This is an optimization exercise on Yosys and OpenROAD, whose aim is small area, not a production implementation.
Function was checked by simulation only, so behaviour that the tests miss may differ from the original.
No activity file was given, so power comes from the tool's default toggle rates.

==> flow/run.sh <==
#!/bin/bash
# synth_recipe.tcl (not shown) runs the flow's synth.tcl, then flattens the netlist and writes it again
# the make line also repeats each setting of config.mk as NAME=value (left out here)
make -C /OpenROAD-flow-scripts/flow DESIGN_CONFIG=/design/flow/config.mk WORK_HOME=/design/flow/orfs CLKGATE_MAP_FILE= SYNTH_SCRIPT=/design/flow/synth_recipe.tcl finish
==> flow/config.mk <==
export PLATFORM = sky130hd
export DESIGN_NAME = Top_Module
export DESIGN_NICKNAME = Top_Module
export VERILOG_FILES = /design/flow/design.v
export SDC_FILE = /design/flow/constraint.sdc
export NUM_CORES = 4
export LEC_CHECK = 0
export ABC_AREA = 1
export CAP_MARGIN = 20
export CORE_MARGIN = 2
export CORE_UTILIZATION = 40
export PLACE_DENSITY = 0.6
export SLEW_MARGIN = 20
==> flow/constraint.sdc <==
create_clock -name core_clock -period 10.0 [get_ports {clk}]
set_input_delay 2.0000 -clock core_clock [delete_from_list [all_inputs] [get_ports {clk}]]
set_output_delay 2.0000 -clock core_clock [all_outputs]
set_load 0.01 [all_outputs]
==> flow/design.v <==
module Decoder_7_segment(
    input [3:0] in,
    output [6:0] seg
    );
    wire d3 = in[3], d2 = in[2], d1 = in[1], d0 = in[0];
    assign seg[0] = (d2 & d1 & d0) | (~d3 & ~d2 & ~d1);
    assign seg[1] = (~d2 & d1) | (d1 & d0) | (~d3 & ~d2 & d0);
    assign seg[2] = d0 | (d2 & ~d1);
    assign seg[3] = (d2 & ~d1 & ~d0) | (d2 & d1 & d0) | (~d3 & ~d2 & ~d1 & d0);
    assign seg[4] = ~d2 & d1 & ~d0;
    assign seg[5] = (~d3 & d2 & d1 & ~d0) | (d2 & ~d1 & d0);
    assign seg[6] = (d2 & ~d1 & ~d0) | (~d3 & ~d2 & ~d1 & d0);
endmodule
module Top_Module(
    input clk,
    input rst,   
    input sw,    
    input btnC,  
    input btnU,  
    input btnR,  
    output [6:0] seg,
    output [3:0] an,
    output [7:0] led
    );
    reg [5:0] z;
    reg [9:0] y;
    wire y_last  = (y == 10'b0100111101);    
    wire y_first = (y == 10'b0000000001);    
    wire rise = y_last  & (z[1:0] == 2'b01);
    wire pulse = y_first & (z[1:0] == 2'b11);
    always @(posedge clk)
        if (rst) begin
            z <= 6'd56;
            y <= 10'd0;
        end else begin
            z <= z + 1'b1;
            y <= y_last ? 10'd0 : {y[8:0], ~(y[9] ^ y[6])};
        end
    reg qc, dc, qu, du, qr, dr;
    always @(posedge clk)
        if (rst) begin
            {qc, dc, qu, du, qr, dr} <= 6'b0;
        end else if (rise) begin
            qc <= btnC; dc <= btnC & ~qc;
            qu <= btnU; du <= btnU & ~qu;
            qr <= btnR; dr <= btnR & ~qr;
        end
    wire clr   = dc;
    wire minup = pulse & dr;
    wire hrup  = pulse & du;
    reg [13:0] c;
    wire c_last = (c == 14'b00110000100101);    
    wire run  = sw & ~clr & ~minup & ~hrup;
    wire tick = run & c_last;
    always @(posedge clk)
        if (rst)
            c <= 14'd0;
        else if (run)
            c <= c_last ? 14'd0 : {c[12:0], ~(c[13] ^ c[12])};
    reg [3:0] s1, m1, h1;
    reg [2:0] s2, m2;
    reg [1:0] h2;
    wire s1_9 = (s1 == 4'd9);
    wire s59  = s1_9 & (s2 == 3'd5);
    wire m1_9 = (m1 == 4'd9);
    wire m59  = m1_9 & (m2 == 3'd5);
    wire h23  = (h2 == 2'd2) & (h1 == 4'd3);
    wire minc = minup | (tick & s59);
    wire hinc = (hrup & ~minup) | (tick & s59 & m59);
    always @(posedge clk)
        if (rst | clr) begin
            s1 <= 4'd0; s2 <= 3'd0;
            m1 <= 4'd0; m2 <= 3'd0;
            h1 <= 4'd0; h2 <= 2'd0;
        end else begin
            if (tick) begin
                s1 <= s1_9 ? 4'd0 : s1 + 1'b1;
                if (s1_9) s2 <= (s2 == 3'd5) ? 3'd0 : s2 + 1'b1;
            end
            if (minc) begin
                m1 <= m1_9 ? 4'd0 : m1 + 1'b1;
                if (m1_9) m2 <= (m2 == 3'd5) ? 3'd0 : m2 + 1'b1;
            end
            if (hinc) begin
                if (h23) begin
                    h1 <= 4'd0; h2 <= 2'd0;
                end else if (h1 == 4'd9) begin
                    h1 <= 4'd0; h2 <= h2 + 1'b1;
                end else
                    h1 <= h1 + 1'b1;
            end
        end
    assign led = {1'b0, s2, s1};
    reg [3:0] d;
    always @(posedge clk)
        if (rst)
            d <= 4'd14;
        else if (z[3:0] == 4'hf)
            case (z[5:4])
            2'd3: d <= {2'b00, h2};
            2'd0: d <= h1;
            2'd1: d <= {1'b0, m2};
            2'd2: d <= m1;
            endcase
    wire blank = d[3] & d[2];
    assign an = blank ? 4'b0000 : ~(4'b1000 >> z[5:4]);
    Decoder_7_segment dec (.in(d), .seg(seg));
endmodule
==> results.ini, run 1 <==
[power]
swShare_pct = 24.8
cellPowerDensity_nw_per_um2 = 143
p_clk_share_pct = 44.3
p_comb_share_pct = 5.3
intPower_uw = 370
ir_drop_mv = 0.0948
p_sw_uw = 122
seqPwrFrac_pct = 50.4
power.leakage_uw = 0.00139

[yosys]
synth_seq_cells = 60
synth-seq-area-share_pct = 40.8
yosysUniqueCellTypes = 43
synth_edf_count = 0
async_flop_share_pct = 0
synth_nets = 412
yosys_warnings = 1
synth_area_per_cell_um2 = 7.31
netlist_area_um2 = 2950
synth-main-ff-cell = dfxtp_1
synthCells = 403

[drt]
ant_nets = 0
first_pass_iters = 4
routedWlPerCell_um = 11.1
drt-initial-drc-count = 103
top_layer_used = met4
met2_length_um = 2500
detail_route.drc_violations = 0
vias_per_cell = 4.77
routed_wl_um = 5930
wl_met1_um = 3080
num_vias = 2540
met3_length_um = 186

[worst_setup_path]
crit-reg2reg-launch = dc
r2r_setup_slack_ns = 7.89
critical_path_class = in -> reg
arrival_ns = 4.60
worst-path-max-fanout = 17
crit_start = rst
crit_path_end_kind = flip-flop
cp.required_ns = 10.28
cp-start-kind = input pin

[clocking]
cts.sinks = 60
post_cts_buffers = 0
cts-root-buf = clkbuf_8
clkLatencyLatePin_ns = 0.34
ctsHoldBuffers = 0
clk_path_buf_depth = 2
htree_num_levels = 3
path_clk_slew_ns = 0.08
cts_tree = done
cts_inserted_buffers = 9
cts.repair.resized = 0

[grt]
grt_antenna_before_repair = 0
grt_overflow_total = 0
grt_usage_pct = 15.9
grt_pass1_wl_um = 10500
grt_max_degree = 19
grt_pass1_vias = 2366

[final_layout]
num-fill-cells = 755
drive_above_1_share_pct = 12.2
final_common_cell = nand2_1
final_nets = 438
final_util_pct = 48.1
final_cell_mix = 65 x nand2_1, 60 x dfxtp_1, 55 x nor2_1, 50 x inv_1, 34 x a21oi_1
regArea_um2 = 1200
fin_area_um2 = 3450
multi_input_area_um2 = 1470
synthToLayoutAreaGrowth_pct = 17.1
diodes = 0

[flow_run]
drv_cap = 0

[place]
dpl_cell_area_um2 = 3250
hpwl_um = 4360
io_buffers = 23
pre_cts_ws_ns = 5.29
gp_congestion = 0.845

[hold_path]
hold_start = y[0]
hp-class = reg -> reg

[timing]
period_minus_slack_ns = 4.32
maxClockFrequency_mhz = 232
post-route-period-util_pct = 43.2
max_slew_margin_pct = 39.7
setup_viol = 0
hold_viol = 0
fin_tns_setup_ns = 0
slew_viol_final = 0
finalWorstSetupSlack_ns = 5.68
tightest_slew_ns = 0.901
rsz0062_at_grt = no
skew_ns = 0.00923

[floorplanning]
die_h_um = 89.8
ios = 25
rows = 31
dieArea_um2 = 8070
start_util_pct = 41.0
die_w_um = 89.8
core_um2 = 7180

[run_status]
status = timing/DRC/antenna clean

[area by class of cell]
| cell class | count | area share, % |
|---|---|---|
| clock buffers | 9 | 3.59 |
| flip-flops and latches | 60 | 34.8 |
| repair buffers | 23 | 6.68 |
| inverters | 58 | 6.39 |
| well taps | 99 | 3.59 |
| clock inverters | 7 | 2.21 |
| multi-input cells | 277 | 42.7 |
[flip-flops by register name (all words and copies together) (netlist names)]
register and cells:
c 14, y 10, z 6, d 4
h1 4, m1 4, s1 4, m2 3
s2 3, h2 2, dc 1, dr 1
du 1, qc 1, qr 1, qu 1
[power by group through the flow]
stage	Clock (uW)	Sequential, uW	Combinational (uW)
finish	218	248	26.1
global route	235	249	30.1
CTS	225	248	26.4
detailed placement	0	254	26.3
global placement	0	254	25.8
floorplan	0	253	20.9
[layer usage]
metal,up-vias,global-route usage (%)
met4,0,9.36
met2,45,24.3
met5,-,0
met3,12,3.10
met1,1118,20.9
li1,1365,-
[critical path: stages]
cell and delay [ns]:
clkdlybuf4s50_1 0.72, nor2_1 0.83, clkinv_1 0.52, nor4_1 0.38
nand2_1 0.08, nand2_1 0.06
[kinds of logic (layout without fill, tap and decap cells)]
logic type	after synthesis	in the layout	synth area share (%)
buffers and inverters	66	97	9.22
DFF	60	60	40.8
adders and majority gates	3	3	1.27
AOI/OAI and AO/OA	78	78	14.7
xor gates and xnor gates	2	2	0.595
and+or+nand+nor	193	193	33.3
other	1	1	0.127
[cells in the mapped netlist (3+ instances only)]
| library cell | instances | area [um2] |
|---|---|---|
| nand2_1 | 65 | 244 |
| dfxtp_1 | 60 | 1200 |
| nor2_1 | 55 | 206 |
| inv_1 | 50 | 188 |
| a21oi_1 | 34 | 170 |
| nand3_1 | 29 | 145 |
| o21ai_0 | 25 | 125 |
| o21ai_1 | 7 | 35.0 |
| inv_2 | 6 | 22.5 |
| nand2_2 | 5 | 31.3 |
| nand4_1 | 5 | 31.3 |
| nor2_2 | 5 | 31.3 |
| nor3_1 | 5 | 25.0 |
| nor3_2 | 4 | 40.0 |
| ha_1 | 3 | 37.5 |
| nand2_4 | 3 | 33.8 |
| nand3_2 | 3 | 30.0 |
| nor2_4 | 3 | 33.8 |
| o22ai_1 | 3 | 18.8 |
[worst paths after layout]
kind / endpoint / cells past startpoint
worst max register to register: m2[1] / 5
worst min-delay path: y[1] / 2
worst max-delay path: m2[1] / 6
worst min register to register: y[1] / 2
[per-stage QoR]
step           hold slack, ns  total power, uW  cells
2_1_floorplan           0.407              274    403
3_3_place_gp            0.416              280    517
3_5_place_dp            0.422              280    517
4_1_cts                 0.435              500    533
5_1_grt                 0.457              515    533
6_report                0.430              493    533
==> run 2: changes to the inputs <==
==> flow/flow/run.sh (new file) <==
#!/bin/bash
# Own layout flow: ORFS's standard flow (standard.sh), with
#  - synthesis using a stronger ABC area script (flow/synth.tcl),
#  - port buffers of the smallest buffer cell.
set -euo pipefail
W=$(pwd)
export MY_ABC_SCRIPT=$W/flow/abc_area_strong.script
SYN="SYNTH_SCRIPT=$W/flow/synth.tcl"
bash standard.sh "$SYN" synth > "$W/run_synth.log" 2>&1
bash standard.sh "$SYN" "BUFFER_PORTS_ARGS=-buffer_cell sky130_fd_sc_hd__buf_1" finish > "$W/run_finish.log" 2>&1
==> flow/flow/abc_area_strong.script (new file) <==
strash
balance -l
resub -K 6 -l
rewrite -l
resub -K 6 -N 2 -l
refactor -l
resub -K 8 -l
balance -l
resub -K 8 -N 2 -l
rewrite -l
resub -K 10 -l
rewrite -z -l
resub -K 10 -N 2 -l
balance -l
resub -K 12 -l
refactor -z -l
resub -K 12 -N 2 -l
rewrite -z -l
balance -l
dch -f
map -a
mfs2
strash
balance -l
resub -K 6 -l
rewrite -l
resub -K 6 -N 2 -l
refactor -l
resub -K 8 -l
balance -l
resub -K 8 -N 2 -l
rewrite -l
resub -K 10 -l
rewrite -z -l
resub -K 10 -N 2 -l
balance -l
resub -K 12 -l
refactor -z -l
resub -K 12 -N 2 -l
rewrite -z -l
balance -l
dch -f
map -a
topo
==> flow/flow/synth.tcl (new file) <==
# The standard synthesis script (synth_recipe.tcl), with one change: the
# combinational mapping runs abc_area_strong.script instead of ORFS's abc_area.script.
# Flip-flops are mapped before ABC runs, so the registers are the standard synthesis's.
proc synth {args} { yosys synth -nofsm -noshare {*}$args }
proc abc {args} {
  set i [lsearch -exact $args -script]
  if { $i >= 0 } {
    lset args [expr {$i + 1}] $::env(MY_ABC_SCRIPT)
  }
  yosys abc {*}$args
}
source $::env(SCRIPTS_DIR)/synth.tcl
# left out here: clear keep_hierarchy, flatten, clean up, hide names made inside functions, write 1_2_yosys.v
==> flow/standard.sh (new file) <==
#!/bin/bash
# synth_recipe.tcl (not shown) runs the flow's synth.tcl, then flattens the netlist and writes it again
# the make line also repeats each setting of config.mk as NAME=value (left out here)
make -C /OpenROAD-flow-scripts/flow DESIGN_CONFIG=/design/flow/config.mk WORK_HOME=/design/flow/orfs CLKGATE_MAP_FILE= SYNTH_SCRIPT=/design/flow/synth_recipe.tcl "${@:-finish}"
removed: flow/run.sh
==> results.ini, run 2 <==
[floorplanning]
start_util_pct = 41.7
core_um2 = 5960
rows = 28
ios = 25
die_w_um = 82.8
die_h_um = 82.8
dieArea_um2 = 6850

[yosys]
netlist_area_um2 = 2480
synth.most_common_cell = nor2_1
synth_top_cell_area_share_pct = 48.4
netlist_top_cells_area = dfxtp_1 48%, nor2_1 9.4%, clkinv_1 9.2%, a21oi_1 6.1%, nand2_1 6.1%
synthCells = 336
synthTopCellsByCount = 62 x nor2_1, 61 x clkinv_1, 60 x dfxtp_1
async_flop_share_pct = 0
synth_edf_count = 0
yosysUniqueCellTypes = 25
synth-seq-area-share_pct = 48.4
synth_seq_cells = 60
synth_area_per_cell_um2 = 7.38
yosys_warnings = 1
synth_nets = 345
yosysTopAreaCell = dfxtp_1
synth-main-ff-cell = dfxtp_1

[worst_setup_path]
crit_start = sw
arrival_ns = 4.48
worst_path_most_repeated_cell = nor2_1
cp.required_ns = 10.25
crit_path_end_kind = flip-flop
cp-endpoint = h1[3]
r2r_cells = 20
worst-path-max-fanout = 14
critical_path_class = in -> reg
crit_buf_inv = 3
slowest_stage = nand3_1
cp-start-kind = input pin
path_cells = buf_1 > nand3_1 > clkinv_1 > nand2_1 > nor2_1 > clkinv_1 > nor2_1 > nand2_1 > nor3_1 > nand4_1 > a21oi_1 > nand2_1 > nor2_1 > nor2_1 > nor3_1
r2r-end = h1[3]
r2r_setup_slack_ns = 6.52
cp_top_family = simple AND/OR/NAND/NOR gates
cpPeakStageDelay_ns = 0.37
crit-reg2reg-launch = z[0]
cp.depth = 15

[clocking]
cts-root-buf = clkbuf_8
clk_path_buf_depth = 2
cts.sinks = 60
htree_num_levels = 3
ctsHoldBuffers = 0
cts_inserted_buffers = 9
post_cts_buffers = 0
path_clk_slew_ns = 0.06
clkLatencyLatePin_ns = 0.33
cts_tree = done
cts.repair.resized = 0

[final_layout]
reg_top3 = c x14, y x10, z x6
final_nets = 379
final_cell_mix = 62 x nor2_1, 61 x clkinv_1, 60 x dfxtp_1, 40 x nand2_1, 30 x a21oi_1
top_register = c
fin_cells = 448
largest_reg_flops = 14
final_common_cell = nor2_1
diodes = 0
drive_above_1_share_pct = 4.02
synthToLayoutAreaGrowth_pct = 14.3
fin_area_um2 = 2840

[place]
gp_congestion = 0.782
hpwl_um = 3650
io_buffers = 23
dp_cells = 434
dpl_cell_area_um2 = 2660

[grt]
grt_antenna_before_repair = 0
grt_pass1_vias = 2034
grt_max_degree = 25
grt_pass1_wl_um = 8420
grt_overflow_total = 0
grt_usage_pct = 16.1

[power]
power.leakage_uw = 0.000993
p_comb_share_pct = 3.3
swShare_pct = 22.2
intPower_uw = 354
cellPowerDensity_nw_per_um2 = 160
seqPwrFrac_pct = 53.9
ir_drop_mv = 0.0684
p_sw_uw = 101
p_clk_share_pct = 42.7

[timing]
period_minus_slack_ns = 4.23
hold_viol = 0
maxClockFrequency_mhz = 236
post-route-period-util_pct = 42.3
rsz0062_at_grt = no
max_slew_margin_pct = 28.0
tightest_slew_ns = 1.07
skew_ns = 0.00602
fin_tns_setup_ns = 0
setup_viol = 0
slew_viol_final = 0

[drt]
drt-initial-drc-count = 86
ant_nets = 0
detail_route.drc_violations = 0
num_vias = 2210
routed_wl_um = 4870
routedWlPerCell_um = 10.9
first_pass_iters = 4
vias_per_cell = 4.93

[hold_path]
hp-class = reg -> reg

[run_status]
status = timing/DRC/antenna clean

[flow_run]
drv_cap = 0

[run 2: stage by stage]
step | utilization, % | setup WS (ns) | power, uW | hold slack, ns
finish | 47.6 | 5.77 | 455 | 0.419
CTS | 47.6 | 5.76 | 461 | 0.429
global placement | 44.7 | 5.57 | 266 | 0.414
global route | 47.6 | 5.28 | 472 | 0.460
floorplan | - | 6.00 | 260 | 0.402
detailed placement | 44.7 | 5.42 | 266 | 0.419
[run 2: area by class of cell]
type | instances | area, um2
flip-flops and latches | 60 | 1200
inverters | 61 | 229
fillers | 643 | 3120
multi-input cells | 214 | 1040
clock buffers | 12 | 165
well taps | 75 | 93.8
clock inverters | 2 | 10.0
repair buffers | 24 | 93.8
[run 2: cell families after synthesis]
logic type / after synthesis / synth area share [%]
AO/OA/AOI/OAI: 68 / 15.8
XOR/XNOR: 1 / 0.353
adder cells (fa/ha/maj): 3 / 1.51
buffers and inverters: 62 / 9.53
flip-flops: 60 / 48.4
other: 1 / 0.151
AND/OR/NAND/NOR: 141 / 24.3
[run 2: worst min path at each step]
stage / startpoint / end / slack, ns / cells past startpoint
final: y[1] / y[2] / 0.42 / 2
after global placement: y[0] / y[1] / 0.41 / 2
after CTS: y[0] / y[1] / 0.43 / 2
after detailed placement: y[0] / y[1] / 0.42 / 2
after global routing: y[0] / y[1] / 0.46 / 2
after floorplan: y[7] / y[8] / 0.40 / 2
[run 2: power groups by stage]
stage / Clock [uW] / Sequential [uW] / Combinational [uW]
CTS: 200 / 245 / 15.4
finish: 194 / 245 / 15.2
detailed placement: 0 / 251 / 15.3
floorplan: 0 / 250 / 10.4
global route: 209 / 246 / 17.8
global placement: 0 / 251 / 15.1
[run 2: metal layers]
layer  share of wire (%)  global-route usage [%]  vias up  routed length, um
met2                  43                    25.6       31               2100
li1                    -                       -     1182                  -
met4                 2.4                    8.85        0                119
met3                 3.6                    3.80       13                176
met1                  51                    20.1      984               2470
met5                   0                       0        -                  0
[run 2: worst register-to-register path: stages, from the launching register on]
cell and delay [ns]:
dfxtp_1 0.35, ha_1 0.23, clkinv_1 0.07, nor4_1 0.04
nand3_1 0.11, nor2_1 0.06, nor2_1 0.12, nand3_1 0.38
clkinv_1 0.32, nand2_1 0.10, nor2_1 0.16, clkinv_1 0.13
nor2_1 0.13, nand2_1 0.10, nor3_1 0.24, nand4_1 0.16
a21oi_1 0.25, nand2_1 0.13, nor2_1 0.14, nor2_1 0.06
nor3_1 0.12
==> run 3: changes to the inputs <==
--- a/flow/config.mk
+++ b/flow/config.mk
@@ -9,5 +9,8 @@
 export CAP_MARGIN = 20
 export CORE_MARGIN = 2
 export CORE_UTILIZATION = 40
+export CTS_BUF_LIST = sky130_fd_sc_hd__clkbuf_8
+export CTS_CLUSTER_DIAMETER = 500
+export CTS_CLUSTER_SIZE = 60
 export PLACE_DENSITY = 0.6
 export SLEW_MARGIN = 20
==> results.ini, run 3 <==
[clocking]
ctsHoldBuffers = 0
path_clk_slew_ns = 0.06
post_cts_buffers = 0
cts.repair.resized = 0
clkLatencyLatePin_ns = 0.33
cts_tree = done
clk_path_buf_depth = 2
cts-root-buf = clkbuf_8
cts_inserted_buffers = 9
cts.sinks = 60
htree_num_levels = 3

[yosys]
yosysTopAreaCell = dfxtp_1
netlist_top_cells_area = dfxtp_1 48%, nor2_1 9.4%, clkinv_1 9.2%, a21oi_1 6.1%, nand2_1 6.1%
async_flop_share_pct = 0
synth_area_per_cell_um2 = 7.38
synth.most_common_cell = nor2_1
synth_compound_area_share_pct = 15.8
yosys_warnings = 1
synth_seq_cells = 60
synthCells = 336
synthTopCellsByCount = 62 x nor2_1, 61 x clkinv_1, 60 x dfxtp_1
synth_edf_count = 0
yosysUniqueCellTypes = 25
yosys.area_share.xor_xnor_pct = 0.353
synth-seq-area-share_pct = 48.4
synthAdderAreaFrac_pct = 1.51
synth_nets = 345
synth_top_family_by_area = simple AND/OR/NAND/NOR gates
netlist_area_um2 = 2480
synthSimpleGateAreaFrac_pct = 24.3
synth-main-ff-cell = dfxtp_1
synthMuxAreaShare_pct = 0
synth_top_cell_area_share_pct = 48.4

[drt]
vias_per_cell = 4.93
num_vias = 2210
routed_wl_um = 4870
detail_route.drc_violations = 0
drt-initial-drc-count = 86
routedWlPerCell_um = 10.9
first_pass_iters = 4
ant_nets = 0

[final_layout]
fin_cells = 448
final_nets = 379
final_cell_mix = 62 x nor2_1, 61 x clkinv_1, 60 x dfxtp_1, 40 x nand2_1, 30 x a21oi_1
diodes = 0
num-fill-cells = 643
multi_input_area_um2 = 1040
final_common_cell = nor2_1
synthToLayoutAreaGrowth_pct = 14.3
drive_above_1_share_pct = 4.02
largest_reg_flops = 14
regArea_um2 = 1200
reg_top3 = c x14, y x10, z x6
top_register = c

[timing]
finalWorstSetupSlack_ns = 5.77
post-route-period-util_pct = 42.3
rsz0062_at_grt = no
setup_viol = 0
max_slew_margin_pct = 28.0
maxClockFrequency_mhz = 236
skew_ns = 0.00602
tightest_slew_ns = 1.07
fin_tns_setup_ns = 0
slew_viol_final = 0
period_minus_slack_ns = 4.23
hold_viol = 0

[floorplanning]
start_util_pct = 41.7
core_um2 = 5960
die_h_um = 82.8
die_w_um = 82.8
ios = 25
dieArea_um2 = 6850
rows = 28

[flow_run]
drv_cap = 0

[power]
p_comb_share_pct = 3.3
power.leakage_uw = 0.000993
cellPowerDensity_nw_per_um2 = 160
seqPwrFrac_pct = 53.9
p_clk_share_pct = 42.7
swShare_pct = 22.2
intPower_uw = 354
p_sw_uw = 101
p_total_uw = 455
ir_drop_mv = 0.0684

[grt]
grt_antenna_before_repair = 0
grt_usage_pct = 16.1
grt_max_degree = 25
grt_pass1_wl_um = 8420
grt_overflow_total = 0
grt_pass1_vias = 2034

[place]
hpwl_um = 3650
pre_cts_ws_ns = 5.42
io_buffers = 23
dp_cells = 434
gp_congestion = 0.782

[worst_setup_path]
path_cells = buf_1 > nand3_1 > clkinv_1 > nand2_1 > nor2_1 > clkinv_1 > nor2_1 > nand2_1 > nor3_1 > nand4_1 > a21oi_1 > nand2_1 > nor2_1 > nor2_1 > nor3_1
arrival_ns = 4.48
slowest_stage = nand3_1
critical_path_class = in -> reg
worst_path_most_repeated_cell = nor2_1
worst-path-max-fanout = 14
cpPeakStageDelay_ns = 0.37
cp-start-kind = input pin
crit_path_end_kind = flip-flop
cp.required_ns = 10.25

[run_status]
status = timing/DRC/antenna clean

[hold_path]
hp-class = reg -> reg

==> run 3: cell counts in the layout (fill, tap and decap cells not counted) <==
Identical to the previous run, type by type.
==> run 3: power groups by stage <==
stage / Clock [uW] / Combinational, uW / Sequential [uW]
floorplan: 0 / 10.4 / 250
global placement: 0 / 15.1 / 251
detailed placement: 0 / 15.3 / 251
CTS: 200 / 15.4 / 245
global route: 209 / 17.8 / 246
finish: 194 / 15.2 / 245
==> run 3: cells by family after synthesis <==
| family | after synthesis |
|---|---|
| AND/OR/NAND/NOR | 141 |
| flip-flops | 60 |
| adder cells (fa/ha/maj) | 3 |
| AO/OA/AOI/OAI | 68 |
| buffers and inverters | 62 |
| XOR/XNOR | 1 |
| other | 1 |
==> run 3: worst max-delay path, delay by kind of cell <==
family,cells,cell delay [ns]
and+or+nand+nor,11,1.71
buffers and inverters,3,0.51
AOI/OAI and AO/OA,1,0.25
==> run 3: layout make-up <==
class | instances | area share, %
sequential | 60 | 42.3
clock buffer | 12 | 5.82
timing repair buffer | 24 | 3.31
tap | 75 | 3.31
multi-input combinational | 214 | 36.8
clock inverter | 2 | 0.353
inverter | 61 | 8.07
==> run 3: metrics by stage <==
step	util [%]	cell area, um2	hold WS [ns]
finish	47.6	2840	0.419
global route	47.6	2840	0.460
CTS	47.6	2840	0.429
detailed placement	44.7	2660	0.419
global placement	44.7	2660	0.414
floorplan	-	2480	0.402
==> run 3: path summary, 6_finish.rpt <==
path	from	endpoint	slack (ns)	depth (start not counted)
worst max register to register	z[0]	h1[3]	6.52	20
worst min-delay path	y[1]	y[2]	0.42	2
worst min register to register	y[1]	y[2]	0.42	2
worst max-delay path	sw	h1[3]	5.77	15
==> run 3: routing by layer <==
metal,track usage (%),share of wire (%)
met5,0,0
met4,8.85,2.4
met3,3.80,3.6
met2,25.6,43
met1,20.1,51
==> run 4: changes to the inputs <==
--- a/flow/config.mk
+++ b/flow/config.mk
@@ -9,8 +9,8 @@
 export CAP_MARGIN = 20
 export CORE_MARGIN = 2
 export CORE_UTILIZATION = 40
-export CTS_BUF_LIST = sky130_fd_sc_hd__clkbuf_8
+export CTS_BUF_LIST = sky130_fd_sc_hd__clkbuf_4
 export CTS_CLUSTER_DIAMETER = 500
-export CTS_CLUSTER_SIZE = 60
+export CTS_CLUSTER_SIZE = 100
 export PLACE_DENSITY = 0.6
 export SLEW_MARGIN = 20
==> results.ini, run 4 <==
[drt]
drt-initial-drc-count = 75
num_vias = 2214
ant_nets = 0
detail_route.drc_violations = 0
vias_per_cell = 4.94
routed_wl_um = 4870
first_pass_iters = 4
routedWlPerCell_um = 10.9

[yosys]
yosysTopAreaCell = dfxtp_1
synth.most_common_cell = nor2_1
synthCells = 336
synth_area_per_cell_um2 = 7.38
synth-main-ff-cell = dfxtp_1
synth_nets = 345
netlist_area_um2 = 2480
synthTopCellsByCount = 62 x nor2_1, 61 x clkinv_1, 60 x dfxtp_1
synth_top_cell_area_share_pct = 48.4
yosysUniqueCellTypes = 25
synth-seq-area-share_pct = 48.4
synth_edf_count = 0
yosys_warnings = 1
netlist_top_cells_area = dfxtp_1 48%, nor2_1 9.4%, clkinv_1 9.2%, a21oi_1 6.1%, nand2_1 6.1%
synth_seq_cells = 60
async_flop_share_pct = 0

[clocking]
cts.sinks = 60
path_clk_slew_ns = 0.09
htree_num_levels = 3
cts_inserted_buffers = 9
clkLatencyLatePin_ns = 0.40
post_cts_buffers = 0
clk_path_buf_depth = 2
cts_tree = done
cts-root-buf = clkbuf_4
ctsHoldBuffers = 0
cts.repair.resized = 0

[worst_setup_path]
arrival_ns = 4.49
crit_path_end_kind = flip-flop
r2r_setup_slack_ns = 6.52
r2r_cells = 20
r2r-end = h1[3]
worst-path-max-fanout = 14
crit-reg2reg-launch = z[0]
critical_path_class = in -> reg
cp.required_ns = 10.32
cp-start-kind = input pin

[floorplanning]
rows = 28
start_util_pct = 41.7
ios = 25
die_h_um = 82.8
core_um2 = 5960
die_w_um = 82.8
dieArea_um2 = 6850

[final_layout]
top_register = c
final_cell_mix = 64 x clkinv_1, 62 x nor2_1, 60 x dfxtp_1, 40 x nand2_1, 30 x a21oi_1
diodes = 0
num-fill-cells = 652
largest_reg_flops = 14
drive_above_1_share_pct = 3.22
reg_top3 = c x14, y x10, z x6
final_common_cell = clkinv_1
final_nets = 379
final_util_pct = 46.2
synthToLayoutAreaGrowth_pct = 10.8

[power]
ir_drop_mv = 0.0661
power.leakage_uw = 0.000952
cellPowerDensity_nw_per_um2 = 141

[timing]
slew_viol_final = 0
post-route-period-util_pct = 41.7
setup_viol = 0
maxClockFrequency_mhz = 240
fin_tns_setup_ns = 0
tightest_slew_ns = 1.07
max_slew_margin_pct = 28.1
hold_viol = 0
period_minus_slack_ns = 4.17
rsz0062_at_grt = no
skew_ns = 0.0111

[run_status]
status = timing/DRC/antenna clean

[grt]
grt_pass1_vias = 2026
grt_usage_pct = 16.2
grt_max_degree = 25
grt_pass1_wl_um = 8440
grt_overflow_total = 0
grt_antenna_before_repair = 0

[hold_path]
hold_start = y[1]
hp-class = reg -> reg
min_delay_worst_endpoint = y[2]
whs_path_depth = 2

[place]
gp_congestion = 0.782
io_buffers = 23
hpwl_um = 3650

[flow_run]
drv_cap = 0

-- run 4: cell type report --
type                            instances  area (um2)  share of cell area [%]
Tap cell                               75        93.8                    3.41
Timing Repair Buffer                   24        93.8                    3.41
Sequential cell                        60        1200                    43.7
Inverter                               61         229                    8.33
Multi-Input combinational cell        214        1040                    37.9
Clock buffer                            9        67.6                    2.46
Clock inverter                          5        21.3                   0.773
-- run 4: critical path, cell delays in order --
cell and delay [ns]:
buf_1 0.07, nand3_1 0.37, clkinv_1 0.31, nand2_1 0.10, nor2_1 0.15, clkinv_1 0.13
nor2_1 0.13, nand2_1 0.10, nor3_1 0.23, nand4_1 0.16, a21oi_1 0.25, nand2_1 0.13
nor2_1 0.14, nor2_1 0.06, nor3_1 0.12
-- run 4: worst max path at each step --
stage	startpoint	to	slack, ns	cells after the start
after global routing	sw	h2[1]	5.37	15
after global placement	sw	m2[2]	5.57	16
after CTS	sw	h1[3]	5.84	15
after detailed placement	sw	h1[3]	5.42	15
after floorplan	sw	m2[2]	6.00	15
final	sw	h1[3]	5.83	15
-- run 4: cell families (layout without fill, tap and decap cells) --
logic type | after synthesis | in the layout | share of synthesized area [%]
AND/OR/NAND/NOR | 141 | 141 | 24.3
AO/OA/AOI/OAI | 68 | 68 | 15.8
buffers and inverters | 62 | 99 | 9.53
flip-flops | 60 | 60 | 48.4
adder cells (fa/ha/maj) | 3 | 3 | 1.51
other | 1 | 1 | 0.151
XOR/XNOR | 1 | 1 | 0.353
-- run 4: power breakdown --
| group | switching [uW] | leakage (uW) | internal, uW | total (uW) |
|---|---|---|---|---|
| logic | 10.4 | 0.000413 | 4.79 | 15.2 |
| clock network | 81.7 | 0.0000539 | 45.1 | 127 |
| registers | 2.93 | 0.000486 | 242 | 245 |
-- run 4: routing by layer --
layer | vias to the layer above | global-route usage (%) | part of all wire, %
li1 | 1186 | - | -
met4 | 0 | 6.39 | 1.9
met3 | 9 | 5.76 | 4.2
met5 | - | 0 | 0
met2 | 29 | 25.3 | 43
met1 | 990 | 20.4 | 51
-- run 4: per-stage QoR --
stage	setup WS (ns)	instance area [um2]	total power, uW	hold slack [ns]	cells
6_report	5.83	2750	387	0.425	448
3_5_place_dp	5.42	2660	266	0.419	434
2_1_floorplan	6.00	2480	260	0.402	336
4_1_cts	5.84	2750	394	0.434	448
5_1_grt	5.37	2750	406	0.465	448
3_3_place_gp	5.57	2660	266	0.414	434
==> run 5: changes to the inputs <==
==> flow/flow/run.sh (replaced) <==
#!/bin/bash
set -euo pipefail
W=$(pwd)
export MY_ABC_SCRIPT=$W/flow/abc_area_strong.script
SYN="SYNTH_SCRIPT=$W/flow/synth.tcl"
bash standard.sh "$SYN" synth > "$W/run_synth.log" 2>&1
bash standard.sh "$SYN" "BUFFER_PORTS_ARGS=-buffer_cell sky130_fd_sc_hd__buf_1" \
  "CTS_ARGS=-buf_list sky130_fd_sc_hd__clkbuf_16 -root_buf sky130_fd_sc_hd__clkbuf_16 -distance_between_buffers 1000 -dont_use_dummy_load -repair_clock_nets" \
  finish > "$W/run_finish.log" 2>&1
--- a/flow/config.mk
+++ b/flow/config.mk
@@ -9,8 +9,5 @@
 export CAP_MARGIN = 20
 export CORE_MARGIN = 2
 export CORE_UTILIZATION = 40
-export CTS_BUF_LIST = sky130_fd_sc_hd__clkbuf_4
-export CTS_CLUSTER_DIAMETER = 500
-export CTS_CLUSTER_SIZE = 100
 export PLACE_DENSITY = 0.6
 export SLEW_MARGIN = 20
==> results.ini, run 5 <==
[yosys]
yosys.area_share.xor_xnor_pct = 0.353
synth_area_per_cell_um2 = 7.38
synthAdderAreaFrac_pct = 1.51
synth_edf_count = 0
yosysTopAreaCell = dfxtp_1
synthSimpleGateAreaFrac_pct = 24.3
yosysUniqueCellTypes = 25
synthTopCellsByCount = 62 x nor2_1, 61 x clkinv_1, 60 x dfxtp_1
synth-main-ff-cell = dfxtp_1
synthCells = 336
yosys_warnings = 1
synth-seq-area-share_pct = 48.4
synth_nets = 345
async_flop_share_pct = 0
synth_top_cell_area_share_pct = 48.4
synth_seq_cells = 60
synth.most_common_cell = nor2_1
netlist_area_um2 = 2480
synthMuxAreaShare_pct = 0
synth_compound_area_share_pct = 15.8
netlist_top_cells_area = dfxtp_1 48%, nor2_1 9.4%, clkinv_1 9.2%, a21oi_1 6.1%, nand2_1 6.1%
synth_top_family_by_area = simple AND/OR/NAND/NOR gates

[grt]
grt_pass1_wl_um = 8450
grt_overflow_total = 0
grt_pass1_vias = 2036
grt_usage_pct = 16.3
grt_max_degree = 25
grt_antenna_before_repair = 0

[timing]
post-route-period-util_pct = 42.4
fin_tns_setup_ns = 0
period_minus_slack_ns = 4.24
setup_viol = 0
tightest_slew_ns = 0.738
hold_viol = 0
skew_ns = 0.00880
maxClockFrequency_mhz = 236
slew_viol_final = 0
rsz0062_at_grt = no
max_slew_margin_pct = 50.6

[drt]
routed_wl_um = 4900
drt-initial-drc-count = 63
vias_per_cell = 4.96
detail_route.drc_violations = 0
first_pass_iters = 4
num_vias = 2198
routedWlPerCell_um = 11.1
ant_nets = 0

[worst_setup_path]
cp_top_family = simple AND/OR/NAND/NOR gates
cp-start-kind = input pin
slowest_stage = nand3_1
arrival_ns = 4.48
cpPeakStageDelay_ns = 0.37
crit_path_end_kind = flip-flop
crit_buf_inv = 3
worst_path_most_repeated_cell = nor2_1
path_cells = buf_1 > nand3_1 > clkinv_1 > nand2_1 > nor2_1 > clkinv_1 > nor2_1 > nand2_1 > nor3_1 > nand4_1 > a21oi_1 > nand2_1 > nor2_1 > nor2_1 > nor3_1
critical_path_class = in -> reg
cp.required_ns = 10.24
worst-path-max-fanout = 14

[final_layout]
diodes = 0
final_cell_mix = 62 x nor2_1, 61 x clkinv_1, 60 x dfxtp_1, 40 x nand2_1, 30 x a21oi_1
largest_reg_flops = 14
final_common_cell = nor2_1
final_nets = 379
top_register = c
final_util_pct = 48.5
synthToLayoutAreaGrowth_pct = 16.3
drive_above_1_share_pct = 2.72
reg_top3 = c x14, y x10, z x6
num-fill-cells = 635

[power]
swShare_pct = 20.3
p_comb_share_pct = 3.0
p_clk_share_pct = 48.5
power.leakage_uw = 0.00101
intPower_uw = 404
p_sw_uw = 103
seqPwrFrac_pct = 48.5
cellPowerDensity_nw_per_um2 = 176
ir_drop_mv = 0.113

[clocking]
htree_num_levels = 3
path_clk_slew_ns = 0.05
cts.repair.resized = 0
cts_tree = done
cts_inserted_buffers = 9
clkLatencyLatePin_ns = 0.32
clk_path_buf_depth = 2
cts.sinks = 60
post_cts_buffers = 0
ctsHoldBuffers = 0
cts-root-buf = clkbuf_16

[flow_run]
drv_cap = 0

[place]
gp_congestion = 0.782
hpwl_um = 3650
io_buffers = 23

[floorplanning]
ios = 25
dieArea_um2 = 6850
rows = 28
die_w_um = 82.8
core_um2 = 5960
die_h_um = 82.8
start_util_pct = 41.7

[run_status]
status = timing/DRC/antenna clean

[hold_path]
hp-class = reg -> reg

[run 5: final timing paths]
kind            to  cells past startpoint  slack, ns  start
min           y[2]                      2       0.42   y[1]
max reg2reg  h1[3]                     20       6.53   z[0]
min reg2reg   y[2]                      2       0.42   y[1]
max          h1[3]                     15       5.76     sw
[run 5: metal layers]
layer	track usage (%)	vias to the layer above	routed length (um)	share of wire, %
li1	-	1186	-	-
met1	20.1	971	2490	51
met2	25.9	29	2120	43
met3	4.13	12	171	3.5
met4	8.85	0	120	2.4
met5	0	-	0	0
[run 5: power by group through the flow]
| stage | Combinational [uW] | Sequential, uW | Clock (uW) |
|---|---|---|---|
| 6_report | 15.2 | 246 | 246 |
| 5_1_grt | 17.8 | 246 | 261 |
| 4_1_cts | 15.4 | 246 | 252 |
| 3_5_place_dp | 15.3 | 251 | 0 |
| 3_3_place_gp | 15.1 | 251 | 0 |
| 2_1_floorplan | 10.4 | 250 | 0 |
[run 5: worst min-delay path: stages, from the launching register on]
cell,delay (ns)
dfxtp_1,0.31
clkinv_1,0.04
nor2_1,0.03
[run 5: area by class of cell]
type                    instances  area, um2  share of cell area [%]
inverters                      61        229                    7.93
clock buffers                   9        225                    7.80
repair buffers                 24       93.8                    3.25
multi-input cells             214       1040                    36.2
well taps                      75       93.8                    3.25
flip-flops and latches         60       1200                    41.6
[run 5: kinds of logic (layout without fill, tap and decap cells)]
logic type               count (synthesis)  count (layout)
AO/OA/AOI/OAI                           68              68
XOR/XNOR                                 1               1
adder cells (fa/ha/maj)                  3               3
buffers and inverters                   62              94
flip-flops                              60              60
other                                    1               1
AND/OR/NAND/NOR                        141             141
[run 5: through the flow]
step / hold WS (ns) / setup WS (ns) / instance area (um2) / total power [uW] / instances
floorplan: 0.402 / 6.00 / 2480 / 260 / 336
global placement: 0.414 / 5.57 / 2660 / 266 / 434
detailed placement: 0.419 / 5.42 / 2660 / 266 / 434
CTS: 0.427 / 5.74 / 2890 / 514 / 443
global route: 0.457 / 5.27 / 2890 / 525 / 443
finish: 0.421 / 5.76 / 2890 / 507 / 443
==> run 6: changes to the inputs <==
==> flow/flow/run.sh (replaced) <==
#!/bin/bash
set -euo pipefail
W=$(pwd)
export MY_ABC_SCRIPT=$W/flow/abc_area_strong.script
SYN="SYNTH_SCRIPT=$W/flow/synth.tcl"
bash standard.sh "$SYN" synth > "$W/run_synth.log" 2>&1
bash standard.sh "$SYN" "BUFFER_PORTS_ARGS=-buffer_cell sky130_fd_sc_hd__buf_1" \
  "CTS_ARGS=-sink_clustering_enable -sink_clustering_size 100 -sink_clustering_max_diameter 1000 -sink_clustering_levels 1 -buf_list sky130_fd_sc_hd__clkbuf_8 -root_buf sky130_fd_sc_hd__clkbuf_8 -dont_use_dummy_load -repair_clock_nets" \
  finish > "$W/run_finish.log" 2>&1
==> results.ini, run 6 <==
[yosys]
synth-main-ff-cell = dfxtp_1
yosysUniqueCellTypes = 25
synth-seq-area-share_pct = 48.4
synthSimpleGateAreaFrac_pct = 24.3
synth_seq_cells = 60
synth_nets = 345
synth.most_common_cell = nor2_1
synthAdderAreaFrac_pct = 1.51
synth_area_per_cell_um2 = 7.38
yosys.area_share.xor_xnor_pct = 0.353
synthTopCellsByCount = 62 x nor2_1, 61 x clkinv_1, 60 x dfxtp_1
netlist_top_cells_area = dfxtp_1 48%, nor2_1 9.4%, clkinv_1 9.2%, a21oi_1 6.1%, nand2_1 6.1%
synthCells = 336
synth_compound_area_share_pct = 15.8
yosys_warnings = 1
synth_top_cell_area_share_pct = 48.4
async_flop_share_pct = 0
synth_edf_count = 0
synth_top_family_by_area = simple AND/OR/NAND/NOR gates
synthMuxAreaShare_pct = 0
netlist_area_um2 = 2480
yosysTopAreaCell = dfxtp_1

[final_layout]
final_common_cell = nor2_1
final_cell_mix = 62 x nor2_1, 61 x clkinv_1, 60 x dfxtp_1, 40 x nand2_1, 30 x a21oi_1
reg_top3 = c x14, y x10, z x6
drive_above_1_share_pct = 2.72
largest_reg_flops = 14
synthToLayoutAreaGrowth_pct = 12.3
multi_input_area_um2 = 1040
final_nets = 379
regArea_um2 = 1200
diodes = 0
num-fill-cells = 648
top_register = c
final_util_pct = 46.8

[power]
ir_drop_mv = 0.0750
power.leakage_uw = 0.000963
cellPowerDensity_nw_per_um2 = 151

[clocking]
clkLatencyLatePin_ns = 0.33
cts_tree = done
path_clk_slew_ns = 0.06
clk_path_buf_depth = 2
cts_inserted_buffers = 9
htree_num_levels = 3
post_cts_buffers = 0
cts-root-buf = clkbuf_8
cts.sinks = 60
ctsHoldBuffers = 0
cts.repair.resized = 0

[drt]
num_vias = 2197
detail_route.drc_violations = 0
drt-initial-drc-count = 71
routed_wl_um = 4870
vias_per_cell = 4.96
routedWlPerCell_um = 11.0
ant_nets = 0
first_pass_iters = 4

[grt]
grt_pass1_vias = 2034
grt_antenna_before_repair = 0
grt_pass1_wl_um = 8430
met3_usage_pct = 4.13
top_usage_layer = met2
met1_usage_pct = 20.2
grt_overflow_total = 0
use_met2_pct = 25.5
grt_max_degree = 25
grt_usage_pct = 16.2

[hold_path]
hp-class = reg -> reg
whs_path_depth = 2

[floorplanning]
dieArea_um2 = 6850
die_h_um = 82.8
core_um2 = 5960
ios = 25
start_util_pct = 41.7
die_w_um = 82.8
rows = 28

[worst_setup_path]
path_cells = buf_1 > nand3_1 > clkinv_1 > nand2_1 > nor2_1 > clkinv_1 > nor2_1 > nand2_1 > nor3_1 > nand4_1 > a21oi_1 > nand2_1 > nor2_1 > nor2_1 > nor3_1
critical_path_class = in -> reg
cpPeakStageDelay_ns = 0.37
worst-path-max-fanout = 14
r2r_cells = 20
crit_path_end_kind = flip-flop
worst_path_most_repeated_cell = nor2_1
cp-start-kind = input pin
arrival_ns = 4.48
cp.required_ns = 10.24
slowest_stage = nand3_1

[timing]
period_minus_slack_ns = 4.24
tightest_slew_ns = 1.07
setup_viol = 0
maxClockFrequency_mhz = 236
rsz0062_at_grt = no
skew_ns = 0.0138
post-route-period-util_pct = 42.4
max_slew_margin_pct = 27.9
fin_tns_setup_ns = 0
hold_viol = 0
slew_viol_final = 0

[place]
io_buffers = 23
gp_congestion = 0.782
hpwl_um = 3650

[run_status]
status = timing/DRC/antenna clean

[flow_run]
drv_cap = 0

## run 6: cell counts after synthesis
No cell type changed its count.
## run 6: worst paths after layout
| check | startpoint | endpoint | slack, ns |
|---|---|---|---|
| worst min register to register | y[1] | y[2] | 0.42 |
| worst max-delay path | sw | h1[3] | 5.76 |
| worst min-delay path | y[1] | y[2] | 0.42 |
| worst max register to register | z[0] | h1[3] | 6.52 |
## run 6: stage by stage
stage | hold WS, ns | setup slack, ns | power (uW) | instance area [um2] | instances
2_1_floorplan | 0.402 | 6.00 | 260 | 2480 | 336
3_3_place_gp | 0.414 | 5.57 | 266 | 2660 | 434
3_5_place_dp | 0.419 | 5.42 | 266 | 2660 | 434
4_1_cts | 0.429 | 5.75 | 426 | 2790 | 443
5_1_grt | 0.460 | 5.27 | 437 | 2790 | 443
6_report | 0.418 | 5.76 | 419 | 2790 | 443
## run 6: area by class of cell
cell class	count	area share [%]
repair buffers	24	3.37
flip-flops and latches	60	43.1
well taps	75	3.37
inverters	61	8.22
multi-input cells	214	37.5
clock buffers	9	4.45
## run 6: power by group
part	leakage (uW)	switching [uW]	internal [uW]
logic	0.000413	10.4	4.79
clock network	0.0000647	79.0	79.8
registers	0.000486	2.93	243
## run 6: logic make-up after synthesis
group,Yosys count
buf+inv,62
simple gates,141
xor+xnor,1
compound gates,68
fa+ha+maj,3
other cells,1
flops,60
## run 6: worst max-delay path, delay by kind of cell
family          cells  cell delay [ns]
simple gates       11             1.71
buf+inv             3             0.51
compound gates      1             0.25
## run 6: metal layers
metal | vias to the layer above | wire length (um) | share of wire [%]
li1 | 1178 | - | -
met1 | 978 | 2480 | 51
met2 | 27 | 2090 | 43
met3 | 14 | 176 | 3.6
met4 | 0 | 121 | 2.5
met5 | - | 0 | 0

re-timing with driven ports:
How much do the figures lean on ideal ports? The routed layouts below were timed once more, with nothing changed but the port constraints. Step 1: set_driving_cell puts a clkbuf_16 on clk and a buf_2 on each other input, an assumption about the parent block. Step 2 moves the port delays by t, midway between the first and last clock arrival at a register: inputs arrive t later, outputs are due t later. That takes back most of the time a late clock gives input paths. Three values: no drivers, after step 1, after step 2; two values: the first two.
run	shift t [ns]	slack for setup (ns)	hold WS [ns]	latest minus earliest clock arrival (ns)	pins driven straight from the clock port
run 1	0.362	5.683 / 5.690 / 5.328	0.430 / 0.430 / 0.430	0.010 / 0.009	1
run 2	0.359	5.769 / 5.776 / 5.417	0.419 / 0.419 / 0.419	0.006 / 0.006	1
run 3	0.359	5.769 / 5.776 / 5.417	0.419 / 0.419 / 0.419	0.006 / 0.006	1
run 4	0.419	5.831 / 5.836 / 5.417	0.425 / 0.425 / 0.425	0.012 / 0.012	1
run 5	0.349	5.755 / 5.766 / 5.417	0.421 / 0.421 / 0.421	0.009 / 0.009	1
run 6	0.355	5.762 / 5.768 / 5.413	0.418 / 0.418 / 0.418	0.014 / 0.014	1
After both steps every run listed still meets setup and hold. The setup slack of run 4, which loses most, moves by +0.005 ns with the drivers and by -0.414 ns with both steps.
